Background: an optimization exercise with open tools, aiming at a short achievable clock period and few clock cycles. Do not read the settings as production practice.
No activity file was given, so power comes from the tool's default toggle rates.

== red ==
// bird
module bird (
        input  logic        clk,
        input  logic        rst,
        input  logic [15:0] data_in,
        input  logic        hold,
        output logic        hold_ack,
        output logic [15:0] data_out,
        output logic [11:0] address,
        output logic        memwt
        );
export LEC_CHECK = 0
export ABC_CLOCK_PERIOD_IN_PS = 2500
export CAP_MARGIN = 20
export CORE_MARGIN = 2
export CORE_UTILIZATION = 40
export SETUP_SLACK_MARGIN = 3.3
export SLEW_MARGIN = 20
create_clock -name core_clock -period 6.0 [get_ports {clk}]
run.sh (not shown) runs the stock make flow with config.mk's settings and CLKGATE_MAP_FILE= SYNTH_SCRIPT=/design/flow/synth_recipe.tcl, a recipe that flattens the netlist after the stock synthesis.
The inputs of orange differ from those of red as listed below.
--- a/flow/design.v
+++ b/flow/design.v
@@ -2,19 +2,19 @@
         input  logic        clk,
         input  logic        rst,
         input  logic [15:0] data_in,
         input  logic        hold,
         output logic        hold_ack,
         output logic [15:0] data_out,
         output logic [11:0] address,
         output logic        memwt
         );
-localparam int LOGN = 6;                  
+localparam int LOGN = 7;                  
 localparam int NB   = 1 << (LOGN - 1);    
 localparam int TW   = 12 - LOGN;          
 logic [11:0] addr_q;        
 logic [15:0] dout_q;
 logic        memwt_q;
 logic        wrp_q;         
 logic        pf_q;          
 logic        cx_q;          
 logic        dld_q;         
@@ -108,20 +108,19 @@
 wire hz   = alu_v & ((uses_a & (fa == alu_d)) | (uses_b & (fb == alu_d)) |
                      (is_stack & (alu_d == 3'd7))) |
             (ldfw & (dd_q == 3'd7) & is_stack);
 wire exok = ex & ~hz;
 wire taken    = is_jmp | (is_jz & ~alu_v & zeroflag);
 wire [11:0] ipc3 = ipc2_q + 12'd1;
 wire [11:0] ipc4 = ipc2_q + 12'd2;
 wire [11:0] tgt0 = ipc1_q + iw[11:0];
 wire [11:0] tgt1 = ipc2_q + iw[11:0];
-wire [12:0] tgt2w = {ipc2_q, 1'b1} + {iw[11:0], 1'b1};
-wire [11:0] tgt2 = tgt2w[12:1];
+wire [11:0] tgt2 = ipc3   + iw[11:0];
 wire [11:0] din1 = data_in[11:0] + 12'd1;
 wire [11:0] din2 = data_in[11:0] + 12'd2;
 localparam int RD = 8;
 logic        ras_v  [RD];
 logic [11:0] ras_wa [RD], ras_rs [RD], ras_rv [RD];
 logic        ras_vi [RD];    
 logic        callw_q;        
 always_comb
     for (int i = 0; i < RD; i++)
[summary]
- orange: done, clean on timing, DRC and antenna
- Relative to red, met1 track demand over resource has decreased by 0.60 points in orange.
- When orange is set beside red, its routed length per placed instance turns out to be about 8% larger.
- [compare] base=red new=orange: met3 global-route usage moved down, layout overhead on the synthesized area -1.8 points.
- Between red and orange, adder-cell share of the synthesized area decreased.
- Measured against each other, orange and red differ in number of inverters outside the clock class in the layout, the higher figure coming from red.
- [orange vs red] sequential share of layout area: higher in orange
- Relative area of clock buffers and inverters in the final design: orange and red compared, lower one is red
- Sum of net half-perimeters after detailed placement (orange vs. red) increases by more than half
- The power in the clock group of orange exceeds that of red by about 64%.
- On flop-to-flop setup slack, orange and red are neck and neck.
- orange — critical path depth 2 lower, red as reference
No functional check of the RTL was part of any run of this note.


The RTL this note starts from:
==> flow/design.v <==
module bird (
        input  logic        clk,
        input  logic        rst,
        input  logic [15:0] data_in,
        input  logic        hold,
        output logic        hold_ack,
        output logic [15:0] data_out,
        output logic [11:0] address,
        output logic        memwt
        );
localparam int LOGN = 6;                  
localparam int NB   = 1 << (LOGN - 1);    
localparam int TW   = 12 - LOGN;          
logic [11:0] addr_q;        
logic [15:0] dout_q;
logic        memwt_q;
logic        wrp_q;         
logic        pf_q;          
logic        cx_q;          
logic        dld_q;         
logic        dpc_q;         
logic [2:0]  dd_q;
logic [11:0] ipc_q, ipc1_q, ipc2_q;   
logic [15:0] ci_q;
logic        zeroflag;
logic [15:0] regbank [7:0];
logic        alu_v;
logic [2:0]  alu_d;
logic [15:0] ax, ay;
logic        acin;
logic        m_add, m_and, m_or, m_xor, m_not;
wire run = ~hold_ack;
assign address  = addr_q;
assign data_out = dout_q;
assign memwt    = memwt_q;
function automatic logic [15:0] ks_add(input logic [15:0] x, input logic [15:0] y, input logic c);
    logic [15:0] g, p, gg, pp, gn, pn;
    g = x & y;
    p = x ^ y;
    gg = g; pp = p;
    gg[0] = g[0] | (p[0] & c);
    for (int s = 1; s < 16; s = s * 2) begin
        gn = gg; pn = pp;
        for (int i = s; i < 16; i++) begin
            gn[i] = gg[i] | (pp[i] & gg[i-s]);
            pn[i] = pp[i] & pp[i-s];
        end
        gg = gn; pp = pn;
    end
    ks_add = p ^ {gg[14:0], c};
endfunction
wire [15:0] sum    = ks_add(ax, ay, acin);
wire [15:0] lres   = ({16{m_and}} & (ax & ay)) | ({16{m_or}} & (ax | ay)) |
                     ({16{m_xor}} & (ax ^ ay)) | {15'b0, m_not & ~|ay};
wire [15:0] result = ({16{m_add}} & sum) | lres;
wire        z_add  = &(~((ax ^ ay) ^ {(ax[14:0] | ay[14:0]), acin}));
wire        zfast  = m_add ? z_add :
                     m_and ? ~|(ax & ay) :
                     m_or  ? ~|(ax | ay) :
                     m_xor ? (ax == ay) :
                     m_not ? |ay : 1'b1;
logic              ev [NB], ov [NB];
logic [TW-1:0]     et [NB], ot [NB];
logic [15:0]       ed [NB], od [NB];
logic [11:0]       eaddr_q, oaddr_q;
wire [LOGN-2:0] ei = eaddr_q[LOGN-1:1];
wire [LOGN-2:0] oi = oaddr_q[LOGN-1:1];
wire        e_hit = ev[ei] && et[ei] == eaddr_q[11:LOGN];
wire        o_hit = ov[oi] && ot[oi] == oaddr_q[11:LOGN];
wire        odd1  = ipc1_q[0];
wire [15:0] w1 = odd1 ? od[oi] : ed[ei];
wire [15:0] w2 = odd1 ? ed[ei] : od[oi];
wire        h1 = 1'b0;
wire        h2 = 1'b0;
wire        ex = pf_q | cx_q;
wire [15:0] iw = pf_q ? data_in : ci_q;
wire [3:0]  op = iw[15:12];
wire [2:0]  fd = iw[2:0], fb = iw[5:3], fa = iw[8:6], ff = iw[11:9];
wire ldfw = ~pf_q & dld_q;    
function automatic logic [15:0] rv(input logic [2:0] x);
    if (ldfw && dd_q == x) rv = data_in;
    else                   rv = regbank[x];
endfunction
wire [15:0] va  = rv(fa);
wire [15:0] vb  = rv(fb);
wire [15:0] vsp = rv(3'd7);
wire [11:0] sp_inc = vsp[11:0] + 12'd1;
wire is_ldi  = op == 4'h1;
wire is_ld   = op == 4'h2;
wire is_st   = op == 4'h3;
wire is_jz   = op == 4'h4;
wire is_jmp  = op == 4'h5;
wire is_alu  = op == 4'h7;
wire is_push = op == 4'h8;
wire is_pop  = op == 4'h9;
wire is_call = op == 4'hA;
wire is_ret  = op == 4'hB;
wire is_peek = op == 4'hC;
wire is_jsp  = op == 4'hD;
wire is_stack = is_push | is_pop | is_call | is_ret | is_peek | is_jsp;
wire uses_a  = (is_alu & (ff != 3'h7)) | is_st | is_push;
wire uses_b  = is_alu | is_ld | is_st;
wire hz   = alu_v & ((uses_a & (fa == alu_d)) | (uses_b & (fb == alu_d)) |
                     (is_stack & (alu_d == 3'd7)));
wire exok = ex & ~hz;
wire zero_now = alu_v ? zfast : zeroflag;
wire taken    = is_jmp | (is_jz & zero_now);
wire [11:0] ipc3 = ipc2_q + 12'd1;
wire [11:0] ipc4 = ipc2_q + 12'd2;
wire [11:0] tgt0 = ipc1_q + iw[11:0];
wire [11:0] tgt1 = ipc2_q + iw[11:0];
wire [11:0] tgt2 = ipc3   + iw[11:0];
wire [11:0] din1 = data_in[11:0] + 12'd1;
wire [11:0] din2 = data_in[11:0] + 12'd2;
logic        pf_n, cx_n, dld_n, dpc_n, wr_n;
logic [11:0] daddr_n;
logic [15:0] dout_n;
logic [11:0] p0, p1, p2;
logic        sp_wr;
logic [15:0] sp_n;
always_comb begin
    pf_n = 1'b1; cx_n = 1'b0; dld_n = 1'b0; dpc_n = 1'b0; wr_n = 1'b0;
    daddr_n = vsp[11:0]; dout_n = va;
    sp_wr = 1'b0; sp_n = vsp;
    if (exok) begin
        if (is_ldi)       begin p0 = ipc2_q; p1 = ipc3;   p2 = ipc4;   end
        else if (is_call | taken)
                          begin p0 = tgt0;   p1 = tgt1;   p2 = tgt2;   end
        else              begin p0 = ipc1_q; p1 = ipc2_q; p2 = ipc3;   end
    end else if (~hz & dpc_q) begin
                                p0 = data_in[11:0]; p1 = din1; p2 = din2;
    end else              begin p0 = ipc_q;  p1 = ipc1_q; p2 = ipc2_q; end
    if (exok) begin
        case (op)
            4'h1: begin  
                pf_n = 1'b0; dld_n = 1'b1; daddr_n = ipc1_q; cx_n = h2;
            end
            4'h2: begin  
                pf_n = 1'b0; dld_n = 1'b1; daddr_n = vb[11:0]; cx_n = h1;
            end
            4'h3: begin  
                pf_n = 1'b0; wr_n = 1'b1; daddr_n = vb[11:0]; cx_n = h1;
            end
            4'h8: begin  
                pf_n = 1'b0; wr_n = 1'b1; cx_n = h1;
                sp_wr = 1'b1; sp_n = vsp - 16'd1;
            end
            4'h9: begin  
                pf_n = 1'b0; dld_n = 1'b1; daddr_n = sp_inc; cx_n = h1;
                sp_wr = 1'b1; sp_n = vsp + 16'd1;
            end
            4'hA: begin  
                pf_n = 1'b0; wr_n = 1'b1; dout_n = {4'b0, ipc1_q};
                sp_wr = 1'b1; sp_n = vsp - 16'd1;
            end
            4'hB: begin  
                pf_n = 1'b0; dpc_n = 1'b1; daddr_n = sp_inc;
                sp_wr = 1'b1; sp_n = vsp + 16'd1;
            end
            4'hC: begin  
                pf_n = 1'b0; dld_n = 1'b1; cx_n = h1;
            end
            4'hD: begin  
                pf_n = 1'b0; dpc_n = 1'b1;
            end
            default: ;   
        endcase
    end
end
wire [11:0] addr_n = pf_n ? p0 : daddr_n;
logic [15:0] ax_n, ay_n;
logic        acin_n, madd_n, mand_n, mor_n, mxor_n, mnot_n;
always_comb begin
    ax_n = va; ay_n = vb; acin_n = 1'b0;
    madd_n = 1'b0; mand_n = 1'b0; mor_n = 1'b0; mxor_n = 1'b0; mnot_n = 1'b0;
    case (ff)
        3'h0: madd_n = 1'b1;
        3'h1: begin madd_n = 1'b1; ay_n = ~vb; acin_n = 1'b1; end
        3'h2: mand_n = 1'b1;
        3'h3: mor_n = 1'b1;
        3'h4: mxor_n = 1'b1;
        3'h7: case (fa)
            3'h0: mnot_n = 1'b1;
            3'h1: begin madd_n = 1'b1; ax_n = 16'h0000; end
            3'h2: begin madd_n = 1'b1; ax_n = 16'h0000; acin_n = 1'b1; end
            3'h3: begin madd_n = 1'b1; ax_n = 16'hFFFF; end
            default: ;
            endcase
        default: ;
    endcase
end
always_ff @(posedge clk)
    if (rst) begin
        addr_q   <= 12'd0;
        memwt_q  <= 1'b0;
        wrp_q    <= 1'b0;
        pf_q     <= 1'b1;
        cx_q     <= 1'b0;
        dld_q    <= 1'b0;
        dpc_q    <= 1'b0;
        ipc_q    <= 12'd0;
        ipc1_q   <= 12'd1;
        ipc2_q   <= 12'd2;
        eaddr_q  <= 12'd2;
        oaddr_q  <= 12'd1;
        zeroflag <= 1'b0;
        alu_v    <= 1'b0;
        hold_ack <= 1'b0;
    end else begin
        hold_ack <= hold;
        if (run) begin
            addr_q  <= addr_n;
            wrp_q   <= wr_n;
            memwt_q <= wr_n & ~hold;
            pf_q    <= pf_n;
            cx_q    <= cx_n;
            dld_q   <= dld_n;
            dpc_q   <= dpc_n;
            ipc_q   <= p0;
            ipc1_q  <= p1;
            ipc2_q  <= p2;
            eaddr_q <= p0[0] ? p1 : p2;
            oaddr_q <= p0[0] ? p2 : p1;
            alu_v   <= exok & is_alu;
            if (alu_v)
                zeroflag <= zfast;
        end else
            memwt_q <= wrp_q & ~hold;
    end
always_ff @(posedge clk)
    if (!rst && run) begin
        dout_q <= dout_n;
        ci_q   <= is_ldi ? w2 : w1;
        dd_q   <= fd;
        alu_d  <= fd;
        ax     <= ax_n;
        ay     <= ay_n;
        acin   <= acin_n;
        m_add  <= madd_n;
        m_and  <= mand_n;
        m_or   <= mor_n;
        m_xor  <= mxor_n;
        m_not  <= mnot_n;
    end
always_ff @(posedge clk)
    if (!rst && run) begin
        if (ldfw)
            regbank[dd_q] <= data_in;
        if (alu_v)
            regbank[alu_d] <= result;
        if (exok && sp_wr)
            regbank[7] <= sp_n;
    end
always_ff @(posedge clk)
    if (rst) begin
        for (int i = 0; i < NB; i++) begin
            ev[i] <= 1'b0;
            ov[i] <= 1'b0;
        end
    end else if (run) begin
        if (pf_q) begin
            if (addr_q[0]) begin
                ov[addr_q[LOGN-1:1]] <= 1'b1;
                ot[addr_q[LOGN-1:1]] <= addr_q[11:LOGN];
                od[addr_q[LOGN-1:1]] <= data_in;
            end else begin
                ev[addr_q[LOGN-1:1]] <= 1'b1;
                et[addr_q[LOGN-1:1]] <= addr_q[11:LOGN];
                ed[addr_q[LOGN-1:1]] <= data_in;
            end
        end
        if (memwt_q) begin
            if (addr_q[0]) begin
                if (ot[addr_q[LOGN-1:1]] == addr_q[11:LOGN]) ov[addr_q[LOGN-1:1]] <= 1'b0;
            end else begin
                if (et[addr_q[LOGN-1:1]] == addr_q[11:LOGN]) ev[addr_q[LOGN-1:1]] <= 1'b0;
            end
        end
    end
endmodule
make LEC_CHECK=0 ABC_CLOCK_PERIOD_IN_PS=2500 CAP_MARGIN=20 CORE_MARGIN=2 CORE_UTILIZATION=40 SETUP_SLACK_MARGIN=3.3 SLEW_MARGIN=20 finish   # period 6.0 ns
Rerun with:
--- a/flow/design.v
+++ b/flow/design.v
@@ -70,8 +70,8 @@
 wire        odd1  = ipc1_q[0];
 wire [15:0] w1 = odd1 ? od[oi] : ed[ei];
 wire [15:0] w2 = odd1 ? ed[ei] : od[oi];
-wire        h1 = 1'b0;
-wire        h2 = 1'b0;
+wire        h1 = odd1 ? o_hit : e_hit;
+wire        h2 = odd1 ? e_hit : o_hit;
 wire        ex = pf_q | cx_q;
 wire [15:0] iw = pf_q ? data_in : ci_q;
 wire [3:0]  op = iw[15:12];
What happened: The changed run produced a clean layout. Maximum frequency goes down by 5.2%. Core utilization goes down by 0.15 points. Setup slack degrades by 0.19 ns. Die area goes up by 38%. Power goes up by 38%. Count of clock-buffer cells in the layout goes up by 63. Register-to-register slack degrades by 0.21 ns. Hold slack degrades by 0.010 ns. Area after synthesis goes up by 38%. Wire length goes up by 57%.
Function was not checked in any run of this note: the RTL went through the layout flow alone.

static timing again, ports no longer ideal:
How much do the figures lean on ideal ports? The routed layouts below were timed once more, with nothing changed but the port constraints.
Step 1 (the two cells are an assumption about what drives the block):
set clk [get_ports {clk}]
set_driving_cell -lib_cell sky130_fd_sc_hd__clkbuf_16 $clk
set_driving_cell -lib_cell sky130_fd_sc_hd__buf_2 [delete_from_list [all_inputs] $clk]
Step 2 also shifts input and output timing later by t, the mid clock arrival at the registers, as if the neighbouring blocks saw the same clock.
Slacks: ideal / step 1 / step 2; pairs: ideal / step 1.
run | t (ns) | slack for setup (ns) | hold slack, ns
red | 0.969 | 2.509 / 2.478 / 1.510 | 0.453 / 0.453 / 0.453
orange | 1.059 | 2.513 / 2.397 / 1.337 | 0.450 / 0.450 / 0.450
the first run of note 2 | 0.844 | 2.511 / 2.410 / 1.566 | 0.459 / 0.459 / 0.459
the second run of note 2 | 0.951 | 2.321 / 2.321 / 1.561 | 0.449 / 0.449 / 0.449
After both steps setup and hold are still met in every run listed. The setup slack of orange, which loses most, moves by -0.116 ns with the drivers and by -1.176 ns with both steps.
